What follows belongs to an exercise in optimizing a design on an open flow for small area and few clock cycles per item; a production flow would make more cautious choices. Only simulation tests tie the RTL to the original design; equivalence was not proved. No activity file was given, so power comes from the tool's default toggle rates.

File: design/flow/run.sh
#!/bin/bash
# synth_recipe.tcl (not shown) runs the flow's synth.tcl, then flattens the netlist and writes it again
# the make line also repeats each setting of config.mk as NAME=value (left out here)
make -C /OpenROAD-flow-scripts/flow DESIGN_CONFIG=/design/flow/config.mk WORK_HOME=/design/flow/orfs CLKGATE_MAP_FILE= SYNTH_SCRIPT=/design/flow/synth_recipe.tcl finish
File: design/flow/config.mk
export PLATFORM = sky130hd
export DESIGN_NAME = demofull
export DESIGN_NICKNAME = demofull
export VERILOG_FILES = /design/flow/design.v
export SDC_FILE = /design/flow/constraint.sdc
export NUM_CORES = 4
export LEC_CHECK = 0
export ABC_AREA = 1
export CAP_MARGIN = 20
export CORE_MARGIN = 2
export CORE_UTILIZATION = 60
export CTS_BUF_LIST = sky130_fd_sc_hd__clkbuf_4
export CTS_CLUSTER_DIAMETER = 100
export CTS_CLUSTER_SIZE = 30
export SLEW_MARGIN = 20
File: design/flow/constraint.sdc
create_clock -name core_clock -period 4.0 [get_ports {S_AXI_ACLK}]
set_input_delay 0.8000 -clock core_clock [delete_from_list [all_inputs] [get_ports {S_AXI_ACLK}]]
set_output_delay 0.8000 -clock core_clock [all_outputs]
set_load 0.01 [all_outputs]
File: design/flow/design.v
`default_nettype	none
module	axi_addr(i_last_addr, i_size, i_fixed, i_wrap, i_wlen, o_next_addr);
	input	wire	[11:0]	i_last_addr;
	input	wire	[1:0]	i_size;
	input	wire		i_fixed, i_wrap;
	input	wire	[2:0]	i_wlen;
	output	reg	[11:0]	o_next_addr;
	reg	[11:0]	incr, wrap_mask;
	always @(*)
	begin
		incr = i_last_addr;
		case(i_size)
		2'b00: incr = i_last_addr + 12'h1;
		2'b01: incr = { i_last_addr[11:1] + 11'h1, 1'b0 };
		default: incr = { i_last_addr[11:2] + 10'h1, 2'b00 };
		endcase
		case(i_size)
		2'b00: wrap_mask = { 8'h0, i_wlen, 1'b1 };
		2'b01: wrap_mask = { 7'h0, i_wlen, 2'b11 };
		default: wrap_mask = { 6'h0, i_wlen, 3'b111 };
		endcase
		if (i_fixed)
			o_next_addr = i_last_addr;
		else if (i_wrap)
			o_next_addr = (i_last_addr & ~wrap_mask)
					| (incr & wrap_mask);
		else
			o_next_addr = incr;
	end
endmodule
`default_nettype	none
module demofull #(
	parameter integer C_S_AXI_ID_WIDTH	= 12,
	parameter integer C_S_AXI_DATA_WIDTH	= 32,
	parameter integer C_S_AXI_ADDR_WIDTH	= 32,
	localparam	AW = C_S_AXI_ADDR_WIDTH,
	localparam	DW = C_S_AXI_DATA_WIDTH,
	localparam	IW = C_S_AXI_ID_WIDTH,
	localparam	LSB = $clog2(C_S_AXI_DATA_WIDTH)-3,
	parameter [0:0]	OPT_NARROW_BURST = 1
	) (
		output	reg					o_we,
		output	reg	[C_S_AXI_ADDR_WIDTH-LSB-1:0]	o_waddr,
		output	reg	[C_S_AXI_DATA_WIDTH-1:0]	o_wdata,
		output	reg	[C_S_AXI_DATA_WIDTH/8-1:0]	o_wstrb,
		output	reg					o_rd,
		output	reg	[C_S_AXI_ADDR_WIDTH-LSB-1:0]	o_raddr,
		input	wire	[C_S_AXI_DATA_WIDTH-1:0]	i_rdata,
		input wire  S_AXI_ACLK,
		input wire  S_AXI_ARESETN,
		input wire [C_S_AXI_ID_WIDTH-1 : 0] S_AXI_AWID,
		input wire [C_S_AXI_ADDR_WIDTH-1 : 0] S_AXI_AWADDR,
		input wire [7 : 0] S_AXI_AWLEN,
		input wire [2 : 0] S_AXI_AWSIZE,
		input wire [1 : 0] S_AXI_AWBURST,
		input wire  S_AXI_AWLOCK,
		input wire [3 : 0] S_AXI_AWCACHE,
		input wire [2 : 0] S_AXI_AWPROT,
		input wire [3 : 0] S_AXI_AWQOS,
		input wire  S_AXI_AWVALID,
		output wire  S_AXI_AWREADY,
		input wire [C_S_AXI_DATA_WIDTH-1 : 0] S_AXI_WDATA,
		input wire [(C_S_AXI_DATA_WIDTH/8)-1 : 0] S_AXI_WSTRB,
		input wire  S_AXI_WLAST,
		input wire  S_AXI_WVALID,
		output wire  S_AXI_WREADY,
		output wire [C_S_AXI_ID_WIDTH-1 : 0] S_AXI_BID,
		output wire [1 : 0] S_AXI_BRESP,
		output wire  S_AXI_BVALID,
		input wire  S_AXI_BREADY,
		input wire [C_S_AXI_ID_WIDTH-1 : 0] S_AXI_ARID,
		input wire [C_S_AXI_ADDR_WIDTH-1 : 0] S_AXI_ARADDR,
		input wire [7 : 0] S_AXI_ARLEN,
		input wire [2 : 0] S_AXI_ARSIZE,
		input wire [1 : 0] S_AXI_ARBURST,
		input wire  S_AXI_ARLOCK,
		input wire [3 : 0] S_AXI_ARCACHE,
		input wire [2 : 0] S_AXI_ARPROT,
		input wire [3 : 0] S_AXI_ARQOS,
		input wire  S_AXI_ARVALID,
		output wire  S_AXI_ARREADY,
		output wire [C_S_AXI_ID_WIDTH-1 : 0] S_AXI_RID,
		output wire [C_S_AXI_DATA_WIDTH-1 : 0] S_AXI_RDATA,
		output wire [1 : 0] S_AXI_RRESP,
		output wire  S_AXI_RLAST,
		output wire  S_AXI_RVALID,
		input wire  S_AXI_RREADY
	);
	reg			wfirst;
	reg	[11:0]		wa;
	wire	[11:0]		wcur, wnext;
	reg			axi_bvalid;
	reg	[IW-1:0]	axi_bid;
	wire			wstall, wready, whs;
	assign	wstall = axi_bvalid && !S_AXI_BREADY;
	assign	wready = S_AXI_AWVALID && !wstall;
	assign	whs    = S_AXI_WVALID && wready;
	assign	wcur   = wfirst ? S_AXI_AWADDR[11:0] : wa;
	axi_addr get_next_wr_addr(wcur, S_AXI_AWSIZE[1:0],
			(S_AXI_AWBURST == 2'b00), S_AXI_AWBURST[1],
			S_AXI_AWLEN[3:1], wnext);
	always @(posedge S_AXI_ACLK)
	if (whs)
		wa <= wnext;
	always @(posedge S_AXI_ACLK)
	if (!S_AXI_ARESETN)
		wfirst <= 1'b1;
	else if (whs)
		wfirst <= S_AXI_WLAST;
	always @(posedge S_AXI_ACLK)
	if (!S_AXI_ARESETN)
		axi_bvalid <= 1'b0;
	else if (whs && S_AXI_WLAST)
		axi_bvalid <= 1'b1;
	else if (S_AXI_BREADY)
		axi_bvalid <= 1'b0;
	always @(posedge S_AXI_ACLK)
	if (whs && S_AXI_WLAST)
		axi_bid <= S_AXI_AWID;
	always @(*)
	begin
		o_we    = whs;
		o_waddr = { S_AXI_AWADDR[AW-1:12], wcur[11:LSB] };
		o_wdata = S_AXI_WDATA;
		o_wstrb = S_AXI_WSTRB;
	end
	assign	S_AXI_AWREADY = whs && S_AXI_WLAST;
	assign	S_AXI_WREADY  = wready;
	assign	S_AXI_BVALID  = axi_bvalid;
	assign	S_AXI_BID     = axi_bid;
	assign	S_AXI_BRESP   = 2'b00;
	reg	[AW-1:0]	raddr;
	reg	[7:0]		rcnt;
	reg	[1:0]		rsize;
	reg			rfixed, rwrap;
	reg	[2:0]		rwlen;
	reg	[IW-1:0]	axi_rid;
	reg			axi_rvalid, axi_rlast;
	wire			ractive, rstall, arready, arhs;
	wire	[11:0]		rcur, rnext;
	assign	ractive = (rcnt != 0);
	assign	rstall  = axi_rvalid && !S_AXI_RREADY;
	assign	arready = !ractive && !rstall;
	assign	arhs    = S_AXI_ARVALID && arready;
	assign	rcur    = ractive ? raddr[11:0] : S_AXI_ARADDR[11:0];
	axi_addr get_next_rd_addr(rcur,
			ractive ? rsize  : S_AXI_ARSIZE[1:0],
			ractive ? rfixed : (S_AXI_ARBURST == 2'b00),
			ractive ? rwrap  : S_AXI_ARBURST[1],
			ractive ? rwlen  : S_AXI_ARLEN[3:1],
			rnext);
	always @(*)
	begin
		o_rd    = (S_AXI_ARVALID || ractive) && !rstall;
		o_raddr = { (ractive ? raddr[AW-1:12] : S_AXI_ARADDR[AW-1:12]),
				rcur[11:LSB] };
	end
	always @(posedge S_AXI_ACLK)
	if (o_rd)
		raddr[11:0] <= rnext;
	always @(posedge S_AXI_ACLK)
	if (arhs)
	begin
		raddr[AW-1:12] <= S_AXI_ARADDR[AW-1:12];
		rsize   <= S_AXI_ARSIZE[1:0];
		rfixed  <= (S_AXI_ARBURST == 2'b00);
		rwrap   <= S_AXI_ARBURST[1];
		rwlen   <= S_AXI_ARLEN[3:1];
		axi_rid <= S_AXI_ARID;
	end
	always @(posedge S_AXI_ACLK)
	if (!S_AXI_ARESETN)
		rcnt <= 0;
	else if (arhs)
		rcnt <= S_AXI_ARLEN;
	else if (o_rd)
		rcnt <= rcnt - 1;
	always @(posedge S_AXI_ACLK)
	if (!S_AXI_ARESETN)
		axi_rvalid <= 1'b0;
	else if (o_rd)
		axi_rvalid <= 1'b1;
	else if (S_AXI_RREADY)
		axi_rvalid <= 1'b0;
	always @(posedge S_AXI_ACLK)
	if (o_rd)
		axi_rlast <= ractive ? (rcnt == 1) : (S_AXI_ARLEN == 0);
	assign	S_AXI_ARREADY = arready;
	assign	S_AXI_RVALID  = axi_rvalid;
	assign	S_AXI_RID     = axi_rid;
	assign	S_AXI_RDATA   = i_rdata;
	assign	S_AXI_RRESP   = 2'b00;
	assign	S_AXI_RLAST   = axi_rlast;
	/*verilator lint_off UNUSED*/
	wire	[23:0]	unused;
	assign	unused = { S_AXI_AWLOCK, S_AXI_AWCACHE, S_AXI_AWPROT,
			S_AXI_AWQOS,
		S_AXI_ARLOCK, S_AXI_ARCACHE, S_AXI_ARPROT, S_AXI_ARQOS };
	/*verilator lint_on UNUSED*/
endmodule
`default_nettype wire
==> impl_table.tex, run 1 <==
\begin{tabular}{lr}
\hline
Metric & Value \\
\hline
\multicolumn{2}{l}{\textbf{Run status}} \\
\quad Run status & did not finish \\
\quad Stop stage & I/O pin placement \\
\quad Error text reported by the tool & [ERROR PPL-0024] Number of IO pins (378) exceeds maximum number of available positions (356). Increase the die perimeter from 403.66um to 514.08um. \\
\multicolumn{2}{l}{\textbf{Synthesis}} \\
\quad Area fraction of the dominant cell type after synthesis & 40.5\% \\
\quad Post-synthesis average cell area & 8.26 um2 \\
\quad Top cell type by total area after synthesis & sky130\_fd\_sc\_hd\_\_edfxtp\_1 \\
\quad Fraction of registers with async set or reset after synthesis & 0\% \\
\quad Share of synthesized area occupied by flip-flops and latches & 44.4\% \\
\quad Number of enable flip-flop cells after synthesis & 76 \\
\quad Number of unique standard cell types used by synthesis & 45 \\
\quad Post-Syn Instances & 682 \\
\quad Area of the mapped netlist & 5640 um2 \\
\quad Yosys Warn Count & 2 \\
\quad Top cells by area, synth & sky130\_fd\_sc\_hd\_\_edfxtp\_1 40\%, sky130\_fd\_sc\_hd\_\_nand2\_1 13\%, sky130\_fd\_sc\_hd\_\_buf\_4 13\% \\
\quad Number of synthesized register bits & 87 \\
\quad Prevailing post-synth register cell & sky130\_fd\_sc\_hd\_\_edfxtp\_1 \\
\multicolumn{2}{l}{\textbf{Die}} \\
\quad Die height & 101 um \\
\quad Die width & 101 um \\
\quad Starting density of the core & 61.3\% \\
\quad Count of standard-cell rows & 35 \\
\hline
\end{tabular}
==> logic make-up after synthesis <==
| family | after synthesis | share of synthesized area, % |
|---|---|---|
| AND/OR/NAND/NOR | 315 | 24.4 |
| buffers and inverters | 183 | 19.0 |
| flip-flops | 87 | 44.4 |
| AO/OA/AOI/OAI | 81 | 9.26 |
| adder cells (fa/ha/maj) | 7 | 1.55 |
| XOR/XNOR | 7 | 1.09 |
| other | 1 | 0.0665 |
| multiplexers | 1 | 0.178 |
==> Yosys cell counts (5+ instances only) <==
cell type / count
sky130_fd_sc_hd__nand3_1: 28
sky130_fd_sc_hd__inv_1: 75
sky130_fd_sc_hd__nor3_1: 7
sky130_fd_sc_hd__ha_1: 7
sky130_fd_sc_hd__o21ai_1: 7
sky130_fd_sc_hd__nor2_2: 5
sky130_fd_sc_hd__o21ai_0: 21
sky130_fd_sc_hd__a21oi_1: 20
sky130_fd_sc_hd__nand2_4: 5
sky130_fd_sc_hd__nand2_2: 6
sky130_fd_sc_hd__xor2_1: 5
sky130_fd_sc_hd__buf_4: 94
sky130_fd_sc_hd__o21ai_2: 14
sky130_fd_sc_hd__edfxtp_1: 76
sky130_fd_sc_hd__nand2_1: 202
sky130_fd_sc_hd__nor2_1: 42
sky130_fd_sc_hd__dfxtp_1: 11
Testbench counts, summed over its fixed seeds: cycles 15,874, beats 22,951.
==> inputs of run 2 (changes only) <==
--- a/design/flow/config.mk
+++ b/design/flow/config.mk
@@ -10,6 +10,3 @@
 export CORE_MARGIN = 2
-export CORE_UTILIZATION = 60
-export CTS_BUF_LIST = sky130_fd_sc_hd__clkbuf_4
-export CTS_CLUSTER_DIAMETER = 100
-export CTS_CLUSTER_SIZE = 30
+export CORE_UTILIZATION = 40
 export SLEW_MARGIN = 20
==> run 2 against run 1 <==
Against the previous run: now clean on timing, DRC and antenna; synthesized cell count unchanged; area after synthesis unchanged.
==> impl_table.tex, run 2 <==
\begin{tabular}{lr}
\hline
Metric & Value \\
\hline
\multicolumn{2}{l}{\textbf{Run status}} \\
\quad Run status & timing/DRC/antenna clean \\
\multicolumn{2}{l}{\textbf{Synthesis}} \\
\quad Area share of and/or/nand/nor cells after synthesis & 24.4\% \\
\quad Post-synthesis average cell area & 8.26 um2 \\
\quad Area of the mapped netlist & 5640 um2 \\
\quad Most frequent cells after synthesis & 202 x sky130\_fd\_sc\_hd\_\_nand2\_1, 94 x sky130\_fd\_sc\_hd\_\_buf\_4, 76 x sky130\_fd\_sc\_hd\_\_edfxtp\_1, 75 x sky130\_fd\_sc\_hd\_\_inv\_1, 42 x sky130\_fd\_sc\_hd\_\_nor2\_1 \\
\quad Yosys Warn Count & 2 \\
\quad Synthesized-area fraction occupied by adder cells & 1.55\% \\
\quad Mux share of post-synthesis cell area & 0.178\% \\
\quad Number of synthesized register bits & 87 \\
\quad Post-Syn Instances & 682 \\
\quad Top cells by area, synth & sky130\_fd\_sc\_hd\_\_edfxtp\_1 40\%, sky130\_fd\_sc\_hd\_\_nand2\_1 13\%, sky130\_fd\_sc\_hd\_\_buf\_4 13\% \\
\quad Top cell type by total area after synthesis & sky130\_fd\_sc\_hd\_\_edfxtp\_1 \\
\quad Share of synthesized area occupied by flip-flops and latches & 44.4\% \\
\quad Number of enable flip-flop cells after synthesis & 76 \\
\quad Post-Synth XOR/XNOR Area & 1.09\% \\
\quad Number of unique standard cell types used by synthesis & 45 \\
\quad Post-synthesis compound-gate area fraction & 9.26\% \\
\quad Prevailing post-synth register cell & sky130\_fd\_sc\_hd\_\_edfxtp\_1 \\
\quad Area fraction of the dominant cell type after synthesis & 40.5\% \\
\quad Main combinational cell family by area after synthesis & simple AND/OR/NAND/NOR gates \\
\quad Fraction of registers with async set or reset after synthesis & 0\% \\
\quad Library cell with the highest instance count after synthesis & sky130\_fd\_sc\_hd\_\_nand2\_1 \\
\multicolumn{2}{l}{\textbf{Die}} \\
\quad Area of the die & 15,100 um2 \\
\quad Die width & 123 um \\
\quad Count of standard-cell rows & 43 \\
\quad Starting density of the core & 40.8\% \\
\quad I/O pins & 378 \\
\quad Die height & 123 um \\
\quad CORE AREA & 13,800 um2 \\
\multicolumn{2}{l}{\textbf{Worst setup path}} \\
\quad Crit path DAT & 2.63 ns \\
\quad Startpoint type of the worst setup path & flip-flop \\
\quad Worst-path fanout max & 39 \\
\quad Data required time at the worst endpoint & 3.20 ns \\
\quad CP Capture Type & output port \\
\quad Category of the most critical setup path & reg -> out \\
\multicolumn{2}{l}{\textbf{Final layout}} \\
\quad Ant diodes & 0 \\
\quad Number of filler instances in the final layout & 1,292 \\
\quad Commonest non-fill, non-tap cells in the layout & 202 x sky130\_fd\_sc\_hd\_\_nand2\_1, 166 x sky130\_fd\_sc\_hd\_\_clkdlybuf4s50\_1, 76 x sky130\_fd\_sc\_hd\_\_edfxtp\_1, 75 x sky130\_fd\_sc\_hd\_\_inv\_1, 42 x sky130\_fd\_sc\_hd\_\_nor2\_1 \\
\quad Synthesis-to-finish area growth & 26.3\% \\
\quad Max FFs per register & 32 \\
\quad Fraction of final layout cells sized beyond drive strength 1 & 8.18\% \\
\quad Most frequent standard cell in the layout excluding fill and tap cells & sky130\_fd\_sc\_hd\_\_nand2\_1 \\
\quad Most flops, register & raddr \\
\quad \# nets final & 987 \\
\multicolumn{2}{l}{\textbf{Clocking}} \\
\quad Number of buffers added to fix hold violations after cts & 0 \\
\quad Clock slew at the register clock pins of the worst setup and hold paths & 0.06 ns \\
\quad Sinks on the clock net & 87 \\
\quad TritonCTS clock tree & done \\
\quad Clock Latency Late Sink & 0.34 ns \\
\quad Setup fix buffers added after clock tree synthesis & 0 \\
\quad Number of gates resized after cts & 0 \\
\quad Number of H-tree levels & 3 \\
\quad CTS root buffer & sky130\_fd\_sc\_hd\_\_clkbuf\_16 \\
\quad TritonCTS buffer count & 9 \\
\quad Deepest clock path buffer count & 2 \\
\multicolumn{2}{l}{\textbf{Timing}} \\
\quad Highest achievable clock rate & 292 MHz \\
\quad Max Clock Skew & 0.00769 ns \\
\quad Max transition margin & 60.5\% \\
\quad Final-report hold violation count & 0 \\
\quad Number of failing setup endpoints in the final timing report & 0 \\
\quad Max Transition Viols Final & 0 \\
\quad Sum of negative setup slack & 0 ns \\
\quad Slew at the pin closest to its max-slew limit & 0.592 ns \\
\quad Shortest clock period the worst path allows after layout & 3.43 ns \\
\quad Post-route fraction of the period consumed by the critical path & 85.7\% \\
\quad Setup repair after global routing missed its margin & false \\
\multicolumn{2}{l}{\textbf{Placement}} \\
\quad Gp weighted congestion & 0.925 \\
\quad Count of buffers from port buffering & 166 \\
\quad HPWL after detailed placement & 10,200 um \\
\multicolumn{2}{l}{\textbf{Job}} \\
\quad Max capacitance violation total & 0 \\
\multicolumn{2}{l}{\textbf{Route}} \\
\quad Drt pass-1 iters & 4 \\
\quad Vias after detailed routing & 4,603 \\
\quad 1st-iter DRT viols & 214 \\
\quad Wire length on met2 & 6230 um \\
\quad Detailed-route DRC error count & 0 \\
\quad Met3 layer wire length in the routed design & 1000 um \\
\quad Average wire per cell in the routed design & 14.0 um \\
\quad Remaining antenna violation count & 0 \\
\quad Routed length on met1 & 5750 um \\
\quad Total wire length & 13,300 um \\
\quad Top layer used by detailed routing & met4 \\
\quad Ratio of routed vias to standard cells & 4.85 \\
\multicolumn{2}{l}{\textbf{Pwr}} \\
\quad Cell-internal power & 2.77 mW \\
\quad Switching power & 1.88 mW \\
\quad Power share of the clock group & 18.0\% \\
\quad Combinational share of power & 53.3\% \\
\quad Maximum vdd ir drop & 0.000215 V \\
\quad Overall power & 4.64 mW \\
\quad Sequential share of power & 28.7\% \\
\quad Power per cell area & 653 nW/um2 \\
\quad Leak & 2.99 nW \\
\quad Share of total power consumed by net switching & 40.4\% \\
\multicolumn{2}{l}{\textbf{Global route}} \\
\quad Vias in the first global route & 4,331 \\
\quad Sum of overflow across all layers after global routing & 0 \\
\quad Global Route Usage Sum & 17.1\% \\
\quad Wire length of the first global-routing pass & 20,300 um \\
\quad Largest net degree at the start of global routing & 40 \\
\quad Initial antenna violation count & 0 \\
\multicolumn{2}{l}{\textbf{Hold path}} \\
\quad Worst Hold Class & reg -> reg \\
\hline
\end{tabular}
==> run 2: cell counts after synthesis <==
Identical to the previous run, type by type.
==> run 2: metrics by stage <==
| step | instance area [um2] | hold WS, ns | setup slack (ns) | util [%] | cells |
|---|---|---|---|---|---|
| after floorplan | 5650 | 0.459 | 1.25 | - | 685 |
| after global placement | 6820 | 0.478 | 0.753 | 49.3 | 935 |
| after detailed placement | 6820 | 0.487 | 0.746 | 49.3 | 935 |
| after CTS | 7120 | 0.496 | 0.544 | 51.5 | 950 |
| after global routing | 7120 | 0.520 | 0.381 | 51.5 | 950 |
| final | 7120 | 0.495 | 0.572 | 51.5 | 950 |
==> run 2: path summary, 6_finish.rpt <==
check | startpoint | to | slack (ns) | depth (start not counted)
max | rcnt[0] | o_raddr[16] | 0.57 | 8
min | rcnt[7] | rcnt[7] | 0.50 | 2
max reg2reg | rcnt[0] | raddr[10] | 1.28 | 16
min reg2reg | rcnt[7] | rcnt[7] | 0.50 | 2
==> run 2: cell families after synthesis <==
logic type      after synthesis
simple gates                315
buf+inv                     183
flops                        87
compound gates               81
fa+ha+maj                     7
xor+xnor                      7
other cells                   1
mux                           1
==> run 2: layout make-up <==
| class | count | area [um2] | share of cell area, % |
|---|---|---|---|
| repair buffers | 172 | 1720 | 24.2 |
| clock inverters | 6 | 71.3 | 1.00 |
| inverters | 81 | 304 | 4.27 |
| well taps | 180 | 225 | 3.16 |
| multi-input cells | 415 | 2070 | 29.1 |
| clock buffers | 9 | 225 | 3.16 |
| flip-flops and latches | 87 | 2500 | 35.2 |
==> run 2: critical path: stages, from the launching register on <==
cell	delay (ns)
sky130_fd_sc_hd__dfxtp_1	0.33
sky130_fd_sc_hd__inv_1	0.11
sky130_fd_sc_hd__ha_1	0.24
sky130_fd_sc_hd__nand2_4	0.11
sky130_fd_sc_hd__nor2_8	0.49
sky130_fd_sc_hd__buf_4	0.32
sky130_fd_sc_hd__nand2_1	0.07
sky130_fd_sc_hd__nand2_1	0.07
sky130_fd_sc_hd__clkdlybuf4s50_1	0.54
==> run 2: per-layer routing <==
metal | track usage, % | vias to the layer above
li1 | - | 2290
met1 | 20.7 | 2096
met2 | 28.0 | 186
met3 | 5.11 | 31
met4 | 7.76 | 0
met5 | 0 | -
==> run 2: power groups by stage <==
stage	clock [mW]	sequential, mW	combinational [mW]
floorplan	0	1.35	1.67
global placement	0	1.34	2.46
detailed placement	0	1.35	2.49
CTS	0.857	1.33	2.50
global route	0.896	1.35	2.77
finish	0.835	1.33	2.48
==> inputs of run 3 (changes only) <==
--- a/design/flow/config.mk
+++ b/design/flow/config.mk
@@ -7,3 +7,2 @@
 export LEC_CHECK = 0
-export ABC_AREA = 1
 export CAP_MARGIN = 20
==> run 3 against run 2 <==
Against the previous run: clock power fell by 6.8%; cell count fell by 13%; sequential power is 8% higher; global-route usage increased by 7.3 points; critical path type unchanged; highest routed layer is now met5; via count is 3.8% lower; combinational power up 8.9%; flip-flop and latch count is the same; maximum frequency is 7.2% lower; wire length grew 38%; setup slack got worse by 0.26 ns; largest cell class unchanged; still clean on timing, DRC and antenna; non-clock buffer count up 3.
==> impl_table.tex, run 3 <==
\begin{tabular}{lr}
\hline
Metric & Value \\
\hline
\multicolumn{2}{l}{\textbf{Run status}} \\
\quad Run status & timing/DRC/antenna clean \\
\multicolumn{2}{l}{\textbf{Worst setup path}} \\
\quad Crit path DAT & 2.89 ns \\
\quad Category of the most critical setup path & reg -> out \\
\quad Worst-path fanout max & 25 \\
\quad R2r setup slk & 0.71 ns \\
\quad Reg-to-reg startpoint & rcnt[0] \\
\quad Length in cells of the worst reg-to-reg path & 12 \\
\quad Startpoint type of the worst setup path & flip-flop \\
\quad CP Capture Type & output port \\
\quad Endpoint of the worst-slack reg-to-reg timing path & raddr[5] \\
\quad Data required time at the worst endpoint & 3.20 ns \\
\multicolumn{2}{l}{\textbf{Final layout}} \\
\quad Fraction of final layout cells sized beyond drive strength 1 & 7.06\% \\
\quad Final design utilization & 52.1\% \\
\quad Number of cells in the finished layout apart from fillers & 828 \\
\quad Max FFs per register & 32 \\
\quad Final Instance Area & 6960 um2 \\
\quad Commonest non-fill, non-tap cells in the layout & 166 x sky130\_fd\_sc\_hd\_\_clkdlybuf4s50\_1, 122 x sky130\_fd\_sc\_hd\_\_nand2\_1, 76 x sky130\_fd\_sc\_hd\_\_edfxtp\_1, 20 x sky130\_fd\_sc\_hd\_\_nor2\_1 \\
\quad Most flops, register & raddr \\
\quad Number of filler instances in the final layout & 1,247 \\
\quad Most frequent standard cell in the layout excluding fill and tap cells & sky130\_fd\_sc\_hd\_\_clkdlybuf4s50\_1 \\
\quad \# nets final & 868 \\
\quad Synthesis-to-finish area growth & 25.9\% \\
\quad Sequential standard cell area & 2500 um2 \\
\quad Ant diodes & 0 \\
\quad Multi-input combinational cell area & 2160 um2 \\
\multicolumn{2}{l}{\textbf{Synthesis}} \\
\quad Share of synthesized area occupied by flip-flops and latches & 45.3\% \\
\quad Most frequent cells after synthesis & 122 x sky130\_fd\_sc\_hd\_\_nand2\_1, 93 x sky130\_fd\_sc\_hd\_\_buf\_4, 76 x sky130\_fd\_sc\_hd\_\_edfxtp\_1, 20 x sky130\_fd\_sc\_hd\_\_nor2\_1 \\
\quad Post-synthesis average cell area & 9.69 um2 \\
\quad Number of unique standard cell types used by synthesis & 66 \\
\quad Prevailing post-synth register cell & sky130\_fd\_sc\_hd\_\_edfxtp\_1 \\
\quad Top cell type by total area after synthesis & sky130\_fd\_sc\_hd\_\_edfxtp\_1 \\
\quad Top cells by area, synth & sky130\_fd\_sc\_hd\_\_edfxtp\_1 41\%, sky130\_fd\_sc\_hd\_\_buf\_4 13\%, sky130\_fd\_sc\_hd\_\_nand2\_1 8.3\% \\
\quad Fraction of registers with async set or reset after synthesis & 0\% \\
\quad Library cell with the highest instance count after synthesis & sky130\_fd\_sc\_hd\_\_nand2\_1 \\
\quad Area fraction of the dominant cell type after synthesis & 41.3\% \\
\quad Yosys Warn Count & 2 \\
\quad Area of the mapped netlist & 5530 um2 \\
\quad Post-Syn Instances & 570 \\
\quad Number of enable flip-flop cells after synthesis & 76 \\
\quad Number of synthesized register bits & 87 \\
\multicolumn{2}{l}{\textbf{Pwr}} \\
\quad Power share of the clock group & 15.9\% \\
\quad Cell-internal power & 2.94 mW \\
\quad Share of total power consumed by net switching & 40.0\% \\
\quad Maximum vdd ir drop & 0.000232 V \\
\quad Combinational share of power & 55.1\% \\
\quad Overall power & 4.91 mW \\
\quad Leak & 2.63 nW \\
\quad Sequential share of power & 29.1\% \\
\quad Switching power & 1.97 mW \\
\quad Power per cell area & 705 nW/um2 \\
\multicolumn{2}{l}{\textbf{Timing}} \\
\quad Sum of negative setup slack & 0 ns \\
\quad Max transition margin & 54.8\% \\
\quad Final-report hold violation count & 0 \\
\quad Max Transition Viols Final & 0 \\
\quad Slew at the pin closest to its max-slew limit & 0.677 ns \\
\quad Number of failing setup endpoints in the final timing report & 0 \\
\quad Shortest clock period the worst path allows after layout & 3.69 ns \\
\quad Max Clock Skew & 0.00451 ns \\
\quad Hold\_ws & 0.516 ns \\
\quad Slack of the critical path & 0.308 ns \\
\quad Post-route fraction of the period consumed by the critical path & 92.3\% \\
\quad Setup repair after global routing missed its margin & false \\
\quad Highest achievable clock rate & 271 MHz \\
\multicolumn{2}{l}{\textbf{Route}} \\
\quad Vias after detailed routing & 4,430 \\
\quad Average wire per cell in the routed design & 22.1 um \\
\quad Remaining antenna violation count & 0 \\
\quad 1st-iter DRT viols & 264 \\
\quad Ratio of routed vias to standard cells & 5.35 \\
\quad Drt pass-1 iters & 4 \\
\quad Detailed-route DRC error count & 0 \\
\quad Total wire length & 18,300 um \\
\multicolumn{2}{l}{\textbf{Placement}} \\
\quad HPWL after detailed placement & 14,800 um \\
\quad Gp weighted congestion & 0.873 \\
\quad Pre-CTS setup slack & 0.635 ns \\
\quad Cell count after placement & 812 \\
\quad Count of buffers from port buffering & 166 \\
\quad Area after detailed placement & 6690 um2 \\
\multicolumn{2}{l}{\textbf{Job}} \\
\quad Max capacitance violation total & 0 \\
\multicolumn{2}{l}{\textbf{Clocking}} \\
\quad Setup fix buffers added after clock tree synthesis & 0 \\
\quad Deepest clock path buffer count & 2 \\
\quad TritonCTS buffer count & 9 \\
\quad TritonCTS clock tree & done \\
\quad Number of gates resized after cts & 0 \\
\quad Number of H-tree levels & 3 \\
\quad Number of buffers added to fix hold violations after cts & 0 \\
\quad CTS root buffer & sky130\_fd\_sc\_hd\_\_clkbuf\_16 \\
\quad Clock slew at the register clock pins of the worst setup and hold paths & 0.06 ns \\
\quad Sinks on the clock net & 87 \\
\quad Clock Latency Late Sink & 0.34 ns \\
\multicolumn{2}{l}{\textbf{Hold path}} \\
\quad Hold Path Cell Cnt & 2 \\
\quad Sink of the worst hold path & rcnt[0] \\
\quad Worst Hold Class & reg -> reg \\
\quad Critical hold path startpoint & rcnt[0] \\
\multicolumn{2}{l}{\textbf{Global route}} \\
\quad Sum of overflow across all layers after global routing & 0 \\
\quad Vias in the first global route & 4,224 \\
\quad Global Route Usage Sum & 24.5\% \\
\quad Initial antenna violation count & 0 \\
\quad Largest net degree at the start of global routing & 41 \\
\quad Wire length of the first global-routing pass & 26,100 um \\
\multicolumn{2}{l}{\textbf{Die}} \\
\quad CORE AREA & 13,300 um2 \\
\quad Count of standard-cell rows & 42 \\
\quad Starting density of the core & 41.4\% \\
\quad Die width & 122 um \\
\quad Area of the die & 14,800 um2 \\
\quad I/O pins & 378 \\
\quad Die height & 122 um \\
\hline
\end{tabular}
==> run 3: power by group through the flow <==
stage / logic, mW / clock network (mW) / registers, mW
4_1_cts: 2.72 / 0.796 / 1.42
3_3_place_gp: 2.67 / 0 / 1.43
3_5_place_dp: 2.71 / 0 / 1.44
2_1_floorplan: 1.71 / 0 / 1.41
5_1_grt: 2.95 / 0.829 / 1.45
6_report: 2.70 / 0.778 / 1.43
==> run 3: layout make-up <==
type	count	share of cell area, %
Clock buffer	11	3.34
Clock inverter	5	0.486
Inverter	18	0.971
Multi-Input combinational cell	356	31.0
Sequential cell	87	36.0
Tap cell	176	3.16
Timing Repair Buffer	175	25.0
==> run 3: how the worst max path moves through the flow <==
stage / from / end / slack [ns] / depth (start not counted)
final: rcnt[0] / o_raddr[28] / 0.31 / 8
after global routing: rcnt[0] / o_raddr[4] / 0.16 / 8
after CTS: rcnt[0] / o_raddr[28] / 0.28 / 8
after detailed placement: S_AXI_ARVALID / o_rd / 0.64 / 4
after global placement: S_AXI_ARVALID / o_rd / 0.66 / 4
after floorplan: rcnt[0] / raddr[10] / 1.03 / 16
==> run 3: logic make-up (layout without fill, tap and decap cells) <==
group	Yosys count	count (layout)	synth area share, %
other	1	4	0.0679
and+or+nand+nor	220	220	19.7
adders and majority gates	7	7	1.59
xor gates and xnor gates	17	17	2.69
buffers and inverters	130	209	15.8
muxes	27	27	5.19
DFF	87	87	45.3
AOI/OAI and AO/OA	81	81	9.67
==> run 3: metal layers <==
metal  wire length (um)  vias to the layer above  GRT usage, %
met3               2420                       33          11.4
met1               6910                     2059          27.7
met2               8530                      262          40.1
met4                357                        2          8.91
met5                 74                        -          3.47
li1                   -                     2074             -
==> run 3: critical path: stages (launching register included) <==
cell and delay [ns]:
sky130_fd_sc_hd__dfxtp_1 0.35, sky130_fd_sc_hd__inv_1 0.09, sky130_fd_sc_hd__ha_1 0.20, sky130_fd_sc_hd__or3b_1 0.58, sky130_fd_sc_hd__nor2_8 0.36, sky130_fd_sc_hd__buf_12 0.21
sky130_fd_sc_hd__nand2_1 0.07, sky130_fd_sc_hd__nand2_1 0.06, sky130_fd_sc_hd__clkdlybuf4s50_1 0.60
==> inputs of run 4 (changes only) <==
--- a/design/flow/design.v
+++ b/design/flow/design.v
@@ -136,16 +136,13 @@
 	reg	[2:0]		rwlen;
+	reg			rpend;
 	reg	[IW-1:0]	axi_rid;
 	reg			axi_rvalid, axi_rlast;
-	wire			ractive, rstall, arready, arhs;
-	wire	[11:0]		rcur, rnext;
+	wire			ractive, rstall, rfree, rload, arhs;
+	wire	[11:0]		rnext;
 	assign	ractive = (rcnt != 0);
 	assign	rstall  = axi_rvalid && !S_AXI_RREADY;
-	assign	arready = !ractive && !rstall;
-	assign	arhs    = S_AXI_ARVALID && arready;
-	assign	rcur    = ractive ? raddr[11:0] : S_AXI_ARADDR[11:0];
-	axi_addr get_next_rd_addr(rcur,
-			ractive ? rsize  : S_AXI_ARSIZE[1:0],
-			ractive ? rfixed : (S_AXI_ARBURST == 2'b00),
-			ractive ? rwrap  : S_AXI_ARBURST[1],
-			ractive ? rwlen  : S_AXI_ARLEN[3:1],
+	assign	rfree   = ractive ? ((rcnt == 1) && !rstall) : !rpend;
+	assign	rload   = S_AXI_ARVALID && rfree;
+	assign	arhs    = rpend && !rstall;
+	axi_addr get_next_rd_addr(raddr[11:0], rsize, rfixed, rwrap, rwlen,
 			rnext);
@@ -153,13 +150,9 @@
 	begin
-		o_rd    = (S_AXI_ARVALID || ractive) && !rstall;
-		o_raddr = { (ractive ? raddr[AW-1:12] : S_AXI_ARADDR[AW-1:12]),
-				rcur[11:LSB] };
+		o_rd    = (rpend || ractive) && !rstall;
+		o_raddr = raddr[AW-1:LSB];
 	end
 	always @(posedge S_AXI_ACLK)
-	if (o_rd)
-		raddr[11:0] <= rnext;
-	always @(posedge S_AXI_ACLK)
-	if (arhs)
-	begin
-		raddr[AW-1:12] <= S_AXI_ARADDR[AW-1:12];
+	if (rload)
+	begin
+		raddr   <= S_AXI_ARADDR;
 		rsize   <= S_AXI_ARSIZE[1:0];
@@ -168,4 +161,14 @@
 		rwlen   <= S_AXI_ARLEN[3:1];
+	end else if (o_rd)
+		raddr[11:0] <= rnext;
+	always @(posedge S_AXI_ACLK)
+	if (!S_AXI_ARESETN)
+		rpend <= 1'b0;
+	else if (rload)
+		rpend <= 1'b1;
+	else if (arhs)
+		rpend <= 1'b0;
+	always @(posedge S_AXI_ACLK)
+	if (arhs)
 		axi_rid <= S_AXI_ARID;
-	end
 	always @(posedge S_AXI_ACLK)
@@ -187,3 +190,3 @@
 		axi_rlast <= ractive ? (rcnt == 1) : (S_AXI_ARLEN == 0);
-	assign	S_AXI_ARREADY = arready;
+	assign	S_AXI_ARREADY = arhs;
 	assign	S_AXI_RVALID  = axi_rvalid;
--- a/design/flow/config.mk
+++ b/design/flow/config.mk
@@ -10,2 +10,3 @@
 export CORE_UTILIZATION = 40
+export CTS_BUF_LIST = sky130_fd_sc_hd__clkbuf_8
 export SLEW_MARGIN = 20
==> run 4 against run 3 <==
Against the previous run: still clean on timing, DRC and antenna; die area down 9.3%; combinational power down about 50%; setup slack better by 0.42 ns; area after synthesis is 9.6% lower; hold slack gained 0.017 ns; total power shrank 31%; largest power group is now registers.
==> impl_table.tex, run 4 <==
\begin{tabular}{lr}
\hline
Metric & Value \\
\hline
\multicolumn{2}{l}{\textbf{Placement}} \\
\quad Area after detailed placement & 6080 um2 \\
\quad Count of buffers from port buffering & 166 \\
\quad Gp weighted congestion & 0.897 \\
\quad HPWL after detailed placement & 10,800 um \\
\multicolumn{2}{l}{\textbf{Final layout}} \\
\quad Synthesis-to-finish area growth & 25.4\% \\
\quad Commonest non-fill, non-tap cells in the layout & 166 x sky130\_fd\_sc\_hd\_\_clkdlybuf4s50\_1, 76 x sky130\_fd\_sc\_hd\_\_edfxtp\_1, 34 x sky130\_fd\_sc\_hd\_\_nand2\_1, 19 x sky130\_fd\_sc\_hd\_\_o21ai\_0, 18 x sky130\_fd\_sc\_hd\_\_a21oi\_1 \\
\quad Ant diodes & 0 \\
\quad \# nets final & 749 \\
\quad Fraction of final layout cells sized beyond drive strength 1 & 6.97\% \\
\quad Most frequent standard cell in the layout excluding fill and tap cells & sky130\_fd\_sc\_hd\_\_clkdlybuf4s50\_1 \\
\quad Number of filler instances in the final layout & 1,135 \\
\quad Max FFs per register & 27 \\
\quad Final Instance Area & 6260 um2 \\
\quad Most flops, register & raddr \\
\multicolumn{2}{l}{\textbf{Route}} \\
\quad Detailed-route DRC error count & 0 \\
\quad Ratio of routed vias to standard cells & 5.12 \\
\quad Vias after detailed routing & 3,579 \\
\quad Total wire length & 13,600 um \\
\quad Remaining antenna violation count & 0 \\
\quad Average wire per cell in the routed design & 19.4 um \\
\quad Drt pass-1 iters & 4 \\
\quad 1st-iter DRT viols & 317 \\
\multicolumn{2}{l}{\textbf{Timing}} \\
\quad Post-route fraction of the period consumed by the critical path & 81.7\% \\
\quad Number of failing setup endpoints in the final timing report & 0 \\
\quad Setup repair after global routing missed its margin & false \\
\quad Max Transition Viols Final & 0 \\
\quad Slew at the pin closest to its max-slew limit & 0.807 ns \\
\quad Shortest clock period the worst path allows after layout & 3.27 ns \\
\quad Sum of negative setup slack & 0 ns \\
\quad Final-report hold violation count & 0 \\
\quad Max transition margin & 46.1\% \\
\quad Highest achievable clock rate & 306 MHz \\
\quad Max Clock Skew & 0.00931 ns \\
\multicolumn{2}{l}{\textbf{Synthesis}} \\
\quad Most frequent cells after synthesis & 104 x sky130\_fd\_sc\_hd\_\_buf\_4, 76 x sky130\_fd\_sc\_hd\_\_edfxtp\_1, 34 x sky130\_fd\_sc\_hd\_\_nand2\_1, 19 x sky130\_fd\_sc\_hd\_\_o21ai\_0, 18 x sky130\_fd\_sc\_hd\_\_a21oi\_1 \\
\quad Top cell type by total area after synthesis & sky130\_fd\_sc\_hd\_\_edfxtp\_1 \\
\quad Post-Syn Instances & 454 \\
\quad Fraction of registers with async set or reset after synthesis & 0\% \\
\quad Share of synthesized area occupied by flip-flops and latches & 50.5\% \\
\quad Number of unique standard cell types used by synthesis & 57 \\
\quad Number of enable flip-flop cells after synthesis & 76 \\
\quad Number of synthesized register bits & 88 \\
\quad Yosys Warn Count & 2 \\
\quad Library cell with the highest instance count after synthesis & sky130\_fd\_sc\_hd\_\_buf\_4 \\
\quad Area of the mapped netlist & 4990 um2 \\
\quad Top cells by area, synth & sky130\_fd\_sc\_hd\_\_edfxtp\_1 46\%, sky130\_fd\_sc\_hd\_\_buf\_4 16\%, sky130\_fd\_sc\_hd\_\_dfxtp\_1 4.8\% \\
\quad Prevailing post-synth register cell & sky130\_fd\_sc\_hd\_\_edfxtp\_1 \\
\quad Post-synthesis average cell area & 11.0 um2 \\
\quad Area fraction of the dominant cell type after synthesis & 45.7\% \\
\multicolumn{2}{l}{\textbf{Clocking}} \\
\quad TritonCTS buffer count & 9 \\
\quad Number of H-tree levels & 3 \\
\quad Number of buffers added to fix hold violations after cts & 0 \\
\quad Clock Latency Late Sink & 0.37 ns \\
\quad CTS root buffer & sky130\_fd\_sc\_hd\_\_clkbuf\_8 \\
\quad Deepest clock path buffer count & 2 \\
\quad Number of gates resized after cts & 0 \\
\quad Sinks on the clock net & 88 \\
\quad Clock slew at the register clock pins of the worst setup and hold paths & 0.09 ns \\
\quad Setup fix buffers added after clock tree synthesis & 0 \\
\quad TritonCTS clock tree & done \\
\multicolumn{2}{l}{\textbf{Pwr}} \\
\quad Share of total power consumed by net switching & 36.1\% \\
\quad Switching power & 1.23 mW \\
\quad Leak & 2.19 nW \\
\quad Combinational share of power & 39.8\% \\
\quad Cell-internal power & 2.17 mW \\
\quad Maximum vdd ir drop & 0.000227 V \\
\quad Sequential share of power & 42.6\% \\
\quad Power per cell area & 541 nW/um2 \\
\quad Power share of the clock group & 17.5\% \\
\multicolumn{2}{l}{\textbf{Hold path}} \\
\quad Worst Hold Class & reg -> reg \\
\multicolumn{2}{l}{\textbf{Worst setup path}} \\
\quad Data required time at the worst endpoint & 3.20 ns \\
\quad CP Capture Type & output port \\
\quad Crit path DAT & 2.47 ns \\
\quad Worst-path fanout max & 3 \\
\quad Category of the most critical setup path & in -> out \\
\quad Startpoint type of the worst setup path & input pin \\
\multicolumn{2}{l}{\textbf{Die}} \\
\quad Die width & 116 um \\
\quad CORE AREA & 12,100 um2 \\
\quad Area of the die & 13,400 um2 \\
\quad Die height & 116 um \\
\quad Starting density of the core & 41.2\% \\
\quad I/O pins & 378 \\
\quad Count of standard-cell rows & 40 \\
\multicolumn{2}{l}{\textbf{Job}} \\
\quad Max capacitance violation total & 0 \\
\multicolumn{2}{l}{\textbf{Global route}} \\
\quad Global Route Usage Sum & 20.0\% \\
\quad Largest net degree at the start of global routing & 46 \\
\quad Sum of overflow across all layers after global routing & 0 \\
\quad Wire length of the first global-routing pass & 19,800 um \\
\quad Initial antenna violation count & 0 \\
\quad Vias in the first global route & 3,520 \\
\multicolumn{2}{l}{\textbf{Run status}} \\
\quad Run status & timing/DRC/antenna clean \\
\hline
\end{tabular}
## run 4: cell types whose count changed after synthesis, sizes merged, moves of 6 or more
cell | before | now
nand2 | 123 | 34
mux2i | 14 | 6
a31oi | 9 | 3
clkbuf | 8 | 2
nor4 | 9 | 3
or4 | 6 | 0
## run 4: power groups by stage
stage          clock, mW  sequential (mW)  combinational [mW]
6_report           0.595             1.45                1.35
3_3_place_gp           0             1.46                1.33
2_1_floorplan          0             1.45               0.961
4_1_cts            0.624             1.45                1.36
5_1_grt            0.658             1.48                1.48
3_5_place_dp           0             1.47                1.35
## run 4: layout make-up
cell class              count  area [um2]  area share (%)
clock buffers               9         124            1.98
inverters                  18        72.6            1.16
flip-flops and latches     88        2520            40.3
well taps                 168         210            3.36
clock inverters             7        62.6           0.999
repair buffers            169        1680            26.9
multi-input cells         240        1590            25.3
## run 4: per-layer routing
| layer | track usage [%] | part of all wire, % | vias up | wire, um |
|---|---|---|---|---|
| li1 | - | - | 1674 | - |
| met1 | 23.5 | 39 | 1640 | 5230 |
| met2 | 28.8 | 44 | 225 | 5950 |
| met3 | 12.9 | 15 | 38 | 2030 |
| met4 | 8.10 | 2.3 | 2 | 314 |
| met5 | 2.59 | 0.35 | - | 48 |
## run 4: stage by stage
stage	worst slack, ns	power [mW]	instances	utilization, %	hold WS [ns]
global route	0.621	3.62	699	51.7	0.584
global placement	0.752	2.79	683	50.2	0.505
CTS	0.713	3.43	699	51.7	0.533
detailed placement	0.714	2.82	683	50.2	0.519
finish	0.732	3.39	699	51.7	0.533
floorplan	1.29	2.41	457	-	0.490
## run 4: critical path, stage by stage
cell and delay (ns):
sky130_fd_sc_hd__clkdlybuf4s50_1 0.45, sky130_fd_sc_hd__nand2b_1 0.13, sky130_fd_sc_hd__and3_1 0.26, sky130_fd_sc_hd__nand2_1 0.15, sky130_fd_sc_hd__inv_1 0.10, sky130_fd_sc_hd__clkdlybuf4s50_1 0.57
## run 4: kinds of logic (layout without fill, tap and decap cells)
kind of cell    Yosys count  after routing  synth area share, %
buf+inv                 129            203                 17.9
fa+ha+maj                 9              9                 2.25
simple gates            111            111                 11.9
other cells               1              4               0.0751
mux                      17             17                 3.76
flops                    88             88                 50.5
compound gates           82             82                 10.6
xor+xnor                 17             17                 2.98
## run 4: path summary, 6_finish.rpt
path | from | to | slack, ns | cells after the start
worst max-delay path | S_AXI_BREADY | S_AXI_AWREADY | 0.73 | 6
worst min-delay path | rcnt[5] | rcnt[5] | 0.53 | 2
worst max register to register | wfirst | wa[8] | 1.32 | 7
worst min register to register | rcnt[5] | rcnt[5] | 0.53 | 2
Testbench counts of run 4, summed over its fixed seeds: cycles 15,969, beats 22,951.
==> inputs of run 5 (changes only) <==
--- a/design/flow/config.mk
+++ b/design/flow/config.mk
@@ -10,3 +10,2 @@
 export CORE_UTILIZATION = 40
-export CTS_BUF_LIST = sky130_fd_sc_hd__clkbuf_8
 export SLEW_MARGIN = 20
==> run 5 against run 4 <==
Against the previous run: critical path depth did not move; setup slack gained 0.0024 ns; count of clock-buffer cells in the layout is the same; maximum frequency hardly changed; cell count unchanged; area after synthesis is the same; via count increased by 0.36%; clock power increased by 38%; hold slack lost 0.0028 ns; non-clock buffer count unchanged.
==> impl_table.tex, run 5 <==
\begin{tabular}{lr}
\hline
Metric & Value \\
\hline
\multicolumn{2}{l}{\textbf{Route}} \\
\quad Detailed-route DRC error count & 0 \\
\quad Remaining antenna violation count & 0 \\
\quad Vias after detailed routing & 3,592 \\
\quad Total wire length & 13,600 um \\
\quad Average wire per cell in the routed design & 19.5 um \\
\quad Drt pass-1 iters & 4 \\
\quad Ratio of routed vias to standard cells & 5.14 \\
\quad 1st-iter DRT viols & 300 \\
\multicolumn{2}{l}{\textbf{Timing}} \\
\quad Final-report hold violation count & 0 \\
\quad Sum of negative setup slack & 0 ns \\
\quad Shortest clock period the worst path allows after layout & 3.27 ns \\
\quad Setup repair after global routing missed its margin & false \\
\quad Number of failing setup endpoints in the final timing report & 0 \\
\quad Max Clock Skew & 0.00647 ns \\
\quad Slew at the pin closest to its max-slew limit & 0.828 ns \\
\quad Highest achievable clock rate & 306 MHz \\
\quad Max transition margin & 44.7\% \\
\quad Post-route fraction of the period consumed by the critical path & 81.6\% \\
\quad Max Transition Viols Final & 0 \\
\multicolumn{2}{l}{\textbf{Synthesis}} \\
\quad Top cell type by total area after synthesis & sky130\_fd\_sc\_hd\_\_edfxtp\_1 \\
\quad Post-synthesis average cell area & 11.0 um2 \\
\quad Prevailing post-synth register cell & sky130\_fd\_sc\_hd\_\_edfxtp\_1 \\
\quad Mux share of post-synthesis cell area & 3.76\% \\
\quad Post-Synth XOR/XNOR Area & 2.98\% \\
\quad Most frequent cells after synthesis & 104 x sky130\_fd\_sc\_hd\_\_buf\_4, 76 x sky130\_fd\_sc\_hd\_\_edfxtp\_1, 34 x sky130\_fd\_sc\_hd\_\_nand2\_1, 19 x sky130\_fd\_sc\_hd\_\_o21ai\_0, 18 x sky130\_fd\_sc\_hd\_\_a21oi\_1 \\
\quad Synthesized-area fraction occupied by adder cells & 2.25\% \\
\quad Area fraction of the dominant cell type after synthesis & 45.7\% \\
\quad Post-Syn Instances & 454 \\
\quad Area of the mapped netlist & 4990 um2 \\
\quad Share of synthesized area occupied by flip-flops and latches & 50.5\% \\
\quad Yosys Warn Count & 2 \\
\quad Number of unique standard cell types used by synthesis & 57 \\
\quad Top cells by area, synth & sky130\_fd\_sc\_hd\_\_edfxtp\_1 46\%, sky130\_fd\_sc\_hd\_\_buf\_4 16\%, sky130\_fd\_sc\_hd\_\_dfxtp\_1 4.8\% \\
\quad Library cell with the highest instance count after synthesis & sky130\_fd\_sc\_hd\_\_buf\_4 \\
\quad Number of enable flip-flop cells after synthesis & 76 \\
\quad Number of synthesized register bits & 88 \\
\quad Fraction of registers with async set or reset after synthesis & 0\% \\
\quad Area share of and/or/nand/nor cells after synthesis & 11.9\% \\
\quad Post-synthesis compound-gate area fraction & 10.6\% \\
\quad Main combinational cell family by area after synthesis & buffers and inverters \\
\multicolumn{2}{l}{\textbf{Global route}} \\
\quad Largest net degree at the start of global routing & 46 \\
\quad Wire length of the first global-routing pass & 19,800 um \\
\quad Initial antenna violation count & 0 \\
\quad Global Route Usage Sum & 20.0\% \\
\quad Vias in the first global route & 3,520 \\
\quad Sum of overflow across all layers after global routing & 0 \\
\multicolumn{2}{l}{\textbf{Worst setup path}} \\
\quad Length in cells of the worst reg-to-reg path & 7 \\
\quad Endpoint of the worst-slack reg-to-reg timing path & wa[8] \\
\quad Crit path DAT & 2.47 ns \\
\quad R2r setup slk & 1.32 ns \\
\quad Reg-to-reg startpoint & wfirst \\
\quad Startpoint type of the worst setup path & input pin \\
\quad Worst-path fanout max & 3 \\
\quad Start point of the critical path & S\_AXI\_BREADY \\
\quad CP Capture Type & output port \\
\quad Category of the most critical setup path & in -> out \\
\quad Data required time at the worst endpoint & 3.20 ns \\
\multicolumn{2}{l}{\textbf{Clocking}} \\
\quad TritonCTS buffer count & 9 \\
\quad Clock Latency Late Sink & 0.35 ns \\
\quad Clock slew at the register clock pins of the worst setup and hold paths & 0.06 ns \\
\quad Sinks on the clock net & 88 \\
\quad Setup fix buffers added after clock tree synthesis & 0 \\
\quad TritonCTS clock tree & done \\
\quad Deepest clock path buffer count & 2 \\
\quad CTS root buffer & sky130\_fd\_sc\_hd\_\_clkbuf\_16 \\
\quad Number of H-tree levels & 3 \\
\quad Number of buffers added to fix hold violations after cts & 0 \\
\quad Number of gates resized after cts & 0 \\
\multicolumn{2}{l}{\textbf{Die}} \\
\quad Die width & 116 um \\
\quad Starting density of the core & 41.2\% \\
\quad I/O pins & 378 \\
\quad Area of the die & 13,400 um2 \\
\quad Die height & 116 um \\
\quad Count of standard-cell rows & 40 \\
\quad CORE AREA & 12,100 um2 \\
\multicolumn{2}{l}{\textbf{Pwr}} \\
\quad Power per cell area & 569 nW/um2 \\
\quad Power share of the clock group & 22.7\% \\
\quad Sequential share of power & 40.0\% \\
\quad Switching power & 1.26 mW \\
\quad Share of total power consumed by net switching & 34.7\% \\
\quad Maximum vdd ir drop & 0.000224 V \\
\quad Cell-internal power & 2.36 mW \\
\quad Leak & 2.24 nW \\
\quad Combinational share of power & 37.3\% \\
\quad Overall power & 3.62 mW \\
\multicolumn{2}{l}{\textbf{Final layout}} \\
\quad Multi-input combinational cell area & 1590 um2 \\
\quad Fraction of final layout cells sized beyond drive strength 1 & 6.97\% \\
\quad Sequential standard cell area & 2520 um2 \\
\quad \# nets final & 749 \\
\quad Most flops, register & raddr \\
\quad Number of filler instances in the final layout & 1,127 \\
\quad Most frequent standard cell in the layout excluding fill and tap cells & sky130\_fd\_sc\_hd\_\_clkdlybuf4s50\_1 \\
\quad Ant diodes & 0 \\
\quad Synthesis-to-finish area growth & 27.4\% \\
\quad Commonest non-fill, non-tap cells in the layout & 166 x sky130\_fd\_sc\_hd\_\_clkdlybuf4s50\_1, 76 x sky130\_fd\_sc\_hd\_\_edfxtp\_1, 34 x sky130\_fd\_sc\_hd\_\_nand2\_1, 19 x sky130\_fd\_sc\_hd\_\_o21ai\_0, 18 x sky130\_fd\_sc\_hd\_\_a21oi\_1 \\
\quad Max FFs per register & 27 \\
\multicolumn{2}{l}{\textbf{Placement}} \\
\quad Gp weighted congestion & 0.897 \\
\quad Count of buffers from port buffering & 166 \\
\quad HPWL after detailed placement & 10,800 um \\
\multicolumn{2}{l}{\textbf{Job}} \\
\quad Max capacitance violation total & 0 \\
\multicolumn{2}{l}{\textbf{Run status}} \\
\quad Run status & timing/DRC/antenna clean \\
\multicolumn{2}{l}{\textbf{Hold path}} \\
\quad Critical hold path startpoint & axi\_bvalid \\
\quad Hold Path Cell Cnt & 2 \\
\quad Worst Hold Class & reg -> reg \\
\quad Sink of the worst hold path & axi\_bvalid \\
\hline
\end{tabular}
==> run 5: area by class of cell <==
| type | count | share of cell area (%) |
|---|---|---|
| timing repair buffer | 169 | 26.5 |
| clock inverter | 7 | 0.983 |
| tap | 168 | 3.30 |
| multi-input combinational | 240 | 24.9 |
| sequential | 88 | 39.6 |
| clock buffer | 9 | 3.54 |
| inverter | 18 | 1.14 |
==> run 5: power by group through the flow <==
stage	registers [mW]	logic [mW]	clock network, mW
floorplan	1.45	0.961	0
global placement	1.46	1.33	0
detailed placement	1.47	1.35	0
CTS	1.45	1.36	0.847
global route	1.48	1.48	0.880
finish	1.45	1.35	0.820
==> run 5: cells by family (layout without fill, tap and decap cells) <==
kind of cell,count (synthesis),count (layout)
AO/OA/AOI/OAI,82,82
XOR/XNOR,17,17
adder cells (fa/ha/maj),9,9
buffers and inverters,129,203
flip-flops,88,88
multiplexers,17,17
other,1,4
AND/OR/NAND/NOR,111,111
==> run 5: how the worst max path moves through the flow <==
stage / cells after the start / endpoint / slack (ns)
4_1_cts: 6 / S_AXI_AWREADY / 0.71
2_1_floorplan: 4 / S_AXI_AWREADY / 1.29
6_report: 6 / S_AXI_AWREADY / 0.73
3_3_place_gp: 6 / S_AXI_AWREADY / 0.75
5_1_grt: 6 / S_AXI_AWREADY / 0.62
3_5_place_dp: 6 / S_AXI_AWREADY / 0.71
==> run 5: routing by layer <==
metal | vias up | track usage, % | part of all wire [%]
met1 | 1641 | 23.4 | 39
li1 | 1681 | - | -
met4 | 2 | 8.57 | 2.5
met3 | 40 | 13.0 | 15
met5 | - | 2.59 | 0.35
met2 | 228 | 28.8 | 43
==> run 5: worst max-delay path: stages <==
cell	delay, ns
sky130_fd_sc_hd__clkdlybuf4s50_1	0.45
sky130_fd_sc_hd__nand2b_1	0.13
sky130_fd_sc_hd__and3_1	0.26
sky130_fd_sc_hd__nand2_1	0.15
sky130_fd_sc_hd__inv_1	0.10
sky130_fd_sc_hd__clkdlybuf4s50_1	0.57
==> run 5: metrics by stage <==
step	instance area, um2	setup WS [ns]	utilization [%]	hold WS [ns]	cells
after floorplan	5010	1.29	-	0.490	457
after global placement	6080	0.752	50.2	0.505	683
after detailed placement	6080	0.714	50.2	0.519	683
after CTS	6360	0.713	52.6	0.529	699
after global routing	6360	0.621	52.6	0.579	699
final	6360	0.735	52.6	0.530	699
==> inputs of run 6 (changes only) <==
==> design/flow/flow/run.sh (new file) <==
#!/bin/bash
# Layout: the standard flow (standard.sh), with the smallest buffer cell
# (buf_1) as the port buffer of every input and output port, in place of the
# cell buffer_ports picks by itself.
set -euo pipefail
export BUFFER_PORTS_ARGS="-buffer_cell sky130_fd_sc_hd__buf_1"
bash standard.sh > standard.log 2>&1
==> design/flow/standard.sh (new file) <==
#!/bin/bash
# synth_recipe.tcl (not shown) runs the flow's synth.tcl, then flattens the netlist and writes it again
# the make line also repeats each setting of config.mk as NAME=value (left out here)
make -C /OpenROAD-flow-scripts/flow DESIGN_CONFIG=/design/flow/config.mk WORK_HOME=/design/flow/orfs CLKGATE_MAP_FILE= SYNTH_SCRIPT=/design/flow/synth_recipe.tcl "${@:-finish}"
removed: design/flow/run.sh
==> run 6 against run 5 <==
Against the previous run: non-clock buffer count stayed put; maximum frequency grew 20%; setup slack improved by 0.54 ns; total power is 6.1% lower; synthesized cell count stayed put; via count is 0.53% lower; utilization decreased by 8.5 points; first-iteration DRC count shrank 18%; critical path depth is the same; hold slack worse by 0.0014 ns; flip-flop and latch count is the same; critical path type unchanged; critical endpoint unchanged; largest power group unchanged.
==> impl_table.tex, run 6 <==
\begin{tabular}{lr}
\hline
Metric & Value \\
\hline
\multicolumn{2}{l}{\textbf{Run status}} \\
\quad Run status & timing/DRC/antenna clean \\
\multicolumn{2}{l}{\textbf{Global route}} \\
\quad Wire length of the first global-routing pass & 18,700 um \\
\quad Initial antenna violation count & 0 \\
\quad Largest net degree at the start of global routing & 46 \\
\quad Global Route Usage Sum & 18.8\% \\
\quad Vias in the first global route & 3,443 \\
\quad Sum of overflow across all layers after global routing & 0 \\
\multicolumn{2}{l}{\textbf{Synthesis}} \\
\quad Share of synthesized area occupied by flip-flops and latches & 50.5\% \\
\quad Prevailing post-synth register cell & sky130\_fd\_sc\_hd\_\_edfxtp\_1 \\
\quad Most frequent cells after synthesis & 104 x sky130\_fd\_sc\_hd\_\_buf\_4, 76 x sky130\_fd\_sc\_hd\_\_edfxtp\_1, 34 x sky130\_fd\_sc\_hd\_\_nand2\_1, 19 x sky130\_fd\_sc\_hd\_\_o21ai\_0, 18 x sky130\_fd\_sc\_hd\_\_a21oi\_1 \\
\quad Number of unique standard cell types used by synthesis & 57 \\
\quad Post-synthesis average cell area & 11.0 um2 \\
\quad Number of enable flip-flop cells after synthesis & 76 \\
\quad Post-Syn Instances & 454 \\
\quad Top cells by area, synth & sky130\_fd\_sc\_hd\_\_edfxtp\_1 46\%, sky130\_fd\_sc\_hd\_\_buf\_4 16\%, sky130\_fd\_sc\_hd\_\_dfxtp\_1 4.8\% \\
\quad Area fraction of the dominant cell type after synthesis & 45.7\% \\
\quad Library cell with the highest instance count after synthesis & sky130\_fd\_sc\_hd\_\_buf\_4 \\
\quad Yosys Warn Count & 2 \\
\quad Top cell type by total area after synthesis & sky130\_fd\_sc\_hd\_\_edfxtp\_1 \\
\quad Area of the mapped netlist & 4990 um2 \\
\quad Fraction of registers with async set or reset after synthesis & 0\% \\
\quad Number of synthesized register bits & 88 \\
\multicolumn{2}{l}{\textbf{Timing}} \\
\quad Final-report hold violation count & 0 \\
\quad Number of failing setup endpoints in the final timing report & 0 \\
\quad Max Clock Skew & 0.00739 ns \\
\quad Shortest clock period the worst path allows after layout & 2.73 ns \\
\quad Highest achievable clock rate & 367 MHz \\
\quad Post-route fraction of the period consumed by the critical path & 68.2\% \\
\quad Max transition margin & 46.0\% \\
\quad Max Transition Viols Final & 0 \\
\quad Slew at the pin closest to its max-slew limit & 0.801 ns \\
\quad Setup repair after global routing missed its margin & false \\
\quad Sum of negative setup slack & 0 ns \\
\multicolumn{2}{l}{\textbf{Hold path}} \\
\quad Worst Hold Class & reg -> reg \\
\multicolumn{2}{l}{\textbf{Worst setup path}} \\
\quad Startpoint type of the worst setup path & input pin \\
\quad Worst-path fanout max & 13 \\
\quad Crit path DAT & 1.93 ns \\
\quad Data required time at the worst endpoint & 3.20 ns \\
\quad Chain of cells forming the critical path & buf\_1, nand2b\_1, and3\_1, nand2\_1, inv\_1, buf\_1 \\
\quad Most used cell, CP & sky130\_fd\_sc\_hd\_\_buf\_1 \\
\quad CP Capture Type & output port \\
\quad CP max stage cell & sky130\_fd\_sc\_hd\_\_inv\_1 \\
\quad Crit path largest cell delay & 0.44 ns \\
\quad Category of the most critical setup path & in -> out \\
\multicolumn{2}{l}{\textbf{Pwr}} \\
\quad Combinational share of power & 32.8\% \\
\quad Switching power & 1.25 mW \\
\quad Overall power & 3.40 mW \\
\quad Power per cell area & 637 nW/um2 \\
\quad Power share of the clock group & 24.6\% \\
\quad Sequential share of power & 42.6\% \\
\quad Leak & 1.79 nW \\
\quad Maximum vdd ir drop & 0.000238 V \\
\quad Share of total power consumed by net switching & 36.8\% \\
\quad Cell-internal power & 2.15 mW \\
\multicolumn{2}{l}{\textbf{Final layout}} \\
\quad Number of cells in the finished layout apart from fillers & 699 \\
\quad Most frequent standard cell in the layout excluding fill and tap cells & sky130\_fd\_sc\_hd\_\_buf\_1 \\
\quad Fraction of final layout cells sized beyond drive strength 1 & 6.97\% \\
\quad Final design utilization & 44.0\% \\
\quad Ant diodes & 0 \\
\quad \# nets final & 749 \\
\quad Synthesis-to-finish area growth & 6.81\% \\
\quad Commonest non-fill, non-tap cells in the layout & 166 x sky130\_fd\_sc\_hd\_\_buf\_1, 76 x sky130\_fd\_sc\_hd\_\_edfxtp\_1, 34 x sky130\_fd\_sc\_hd\_\_nand2\_1, 19 x sky130\_fd\_sc\_hd\_\_o21ai\_0, 18 x sky130\_fd\_sc\_hd\_\_a21oi\_1 \\
\quad Most flops, register & raddr \\
\quad Max FFs per register & 27 \\
\quad Final Instance Area & 5340 um2 \\
\multicolumn{2}{l}{\textbf{Die}} \\
\quad Count of standard-cell rows & 40 \\
\quad Die width & 116 um \\
\quad Area of the die & 13,400 um2 \\
\quad I/O pins & 378 \\
\quad Starting density of the core & 41.2\% \\
\quad CORE AREA & 12,100 um2 \\
\quad Die height & 116 um \\
\multicolumn{2}{l}{\textbf{Route}} \\
\quad Vias after detailed routing & 3,573 \\
\quad Remaining antenna violation count & 0 \\
\quad Ratio of routed vias to standard cells & 5.11 \\
\quad Total wire length & 13,000 um \\
\quad Drt pass-1 iters & 4 \\
\quad Detailed-route DRC error count & 0 \\
\quad 1st-iter DRT viols & 247 \\
\quad Average wire per cell in the routed design & 18.6 um \\
\multicolumn{2}{l}{\textbf{Clocking}} \\
\quad Sinks on the clock net & 88 \\
\quad TritonCTS clock tree & done \\
\quad TritonCTS buffer count & 9 \\
\quad Clock slew at the register clock pins of the worst setup and hold paths & 0.07 ns \\
\quad Setup fix buffers added after clock tree synthesis & 0 \\
\quad Clock Latency Late Sink & 0.34 ns \\
\quad Deepest clock path buffer count & 2 \\
\quad Number of buffers added to fix hold violations after cts & 0 \\
\quad Number of H-tree levels & 3 \\
\quad Number of gates resized after cts & 0 \\
\quad CTS root buffer & sky130\_fd\_sc\_hd\_\_clkbuf\_16 \\
\multicolumn{2}{l}{\textbf{Placement}} \\
\quad Cell count after placement & 683 \\
\quad HPWL after detailed placement & 10,100 um \\
\quad Area after detailed placement & 5040 um2 \\
\quad Count of buffers from port buffering & 166 \\
\quad Gp weighted congestion & 0.872 \\
\multicolumn{2}{l}{\textbf{Job}} \\
\quad Max capacitance violation total & 0 \\
\hline
\end{tabular}
## run 6: cell type report
type                            count  area, um2
Clock buffer                        9        225
Sequential cell                    88       2520
Multi-Input combinational cell    240       1590
Clock inverter                      7       71.3
Timing Repair Buffer              169        646
Fill cell                        1193       6780
Inverter                           18       72.6
Tap cell                          168        210
## run 6: power groups by stage
stage	Combinational (mW)	Sequential (mW)	Clock, mW
floorplan	0.961	1.45	0
global placement	1.09	1.46	0
detailed placement	1.12	1.46	0
CTS	1.12	1.45	0.864
global route	1.26	1.48	0.892
finish	1.11	1.45	0.836
## run 6: per-layer routing
layer | track usage (%) | part of all wire (%) | vias to the layer above
li1 | - | - | 1669
met1 | 21.1 | 38 | 1646
met4 | 4.92 | 1.3 | 2
met3 | 12.6 | 15 | 27
met2 | 29.2 | 45 | 229
met5 | 2.59 | 0.35 | -
## run 6: cell families (layout without fill, tap and decap cells)
group	count (synthesis)	after routing	synth area share, %
other cells	1	4	0.0751
buf+inv	129	203	17.9
flops	88	88	50.5
mux	17	17	3.76
xor+xnor	17	17	2.98
fa+ha+maj	9	9	2.25
simple gates	111	111	11.9
compound gates	82	82	10.6
## run 6: worst paths after layout
| kind | from | endpoint | slack, ns | depth (start not counted) |
|---|---|---|---|---|
| hold / removal | axi_bvalid | axi_bvalid | 0.53 | 2 |
| hold reg to reg | axi_bvalid | axi_bvalid | 0.53 | 2 |
| setup / recovery | S_AXI_BREADY | S_AXI_AWREADY | 1.27 | 6 |
| setup reg to reg | wfirst | wa[8] | 1.51 | 8 |
## run 6: metrics by stage
step	hold WS, ns	setup WS (ns)
after floorplan	0.490	1.29
after global placement	0.503	1.26
after detailed placement	0.515	1.23
after CTS	0.533	1.24
after global routing	0.570	1.13
final	0.528	1.27
## run 6: critical path: cells and delay by family
family                 cells  cell delay (ns)
buffers and inverters      3             0.71
AND/OR/NAND/NOR            3             0.41

re-timing with driven ports:
No port has a modelled driver above. Below, the same layouts with a new extraction and two added sets of constraints.
Step 1, drivers: a clkbuf_16 drives S_AXI_ACLK and a buf_2 each remaining input, both assumed.
Step 2 times the ports against the registers' clock, not the clock port: input delays grow and output delays shrink by t, the midpoint of the rising clock arrivals with the driver on.
a / b / c = no drivers / after step 1 / after step 2; a / b = the first two.
run	t, ns	setup slack, ns	hold WS [ns]	clock arrival spread, ns	slew at the worst register clock pin (ns)
run 2	0.379	0.572 / 0.531 / 0.697	0.495 / 0.495 / 0.495	0.008 / 0.008	0.07 / 0.07
run 3	0.383	0.308 / 0.268 / 0.614	0.516 / 0.516 / 0.516	0.005 / 0.005	0.07 / 0.07
run 4	0.400	0.732 / 0.707 / 0.707	0.533 / 0.532 / 0.532	0.009 / 0.009	0.10 / 0.10
run 5	0.387	0.735 / 0.710 / 0.710	0.530 / 0.530 / 0.530	0.007 / 0.007	0.07 / 0.07
run 6	0.377	1.272 / 1.250 / 1.250	0.528 / 0.528 / 0.528	0.008 / 0.007	0.07 / 0.07
After both steps every run listed still meets setup and hold.
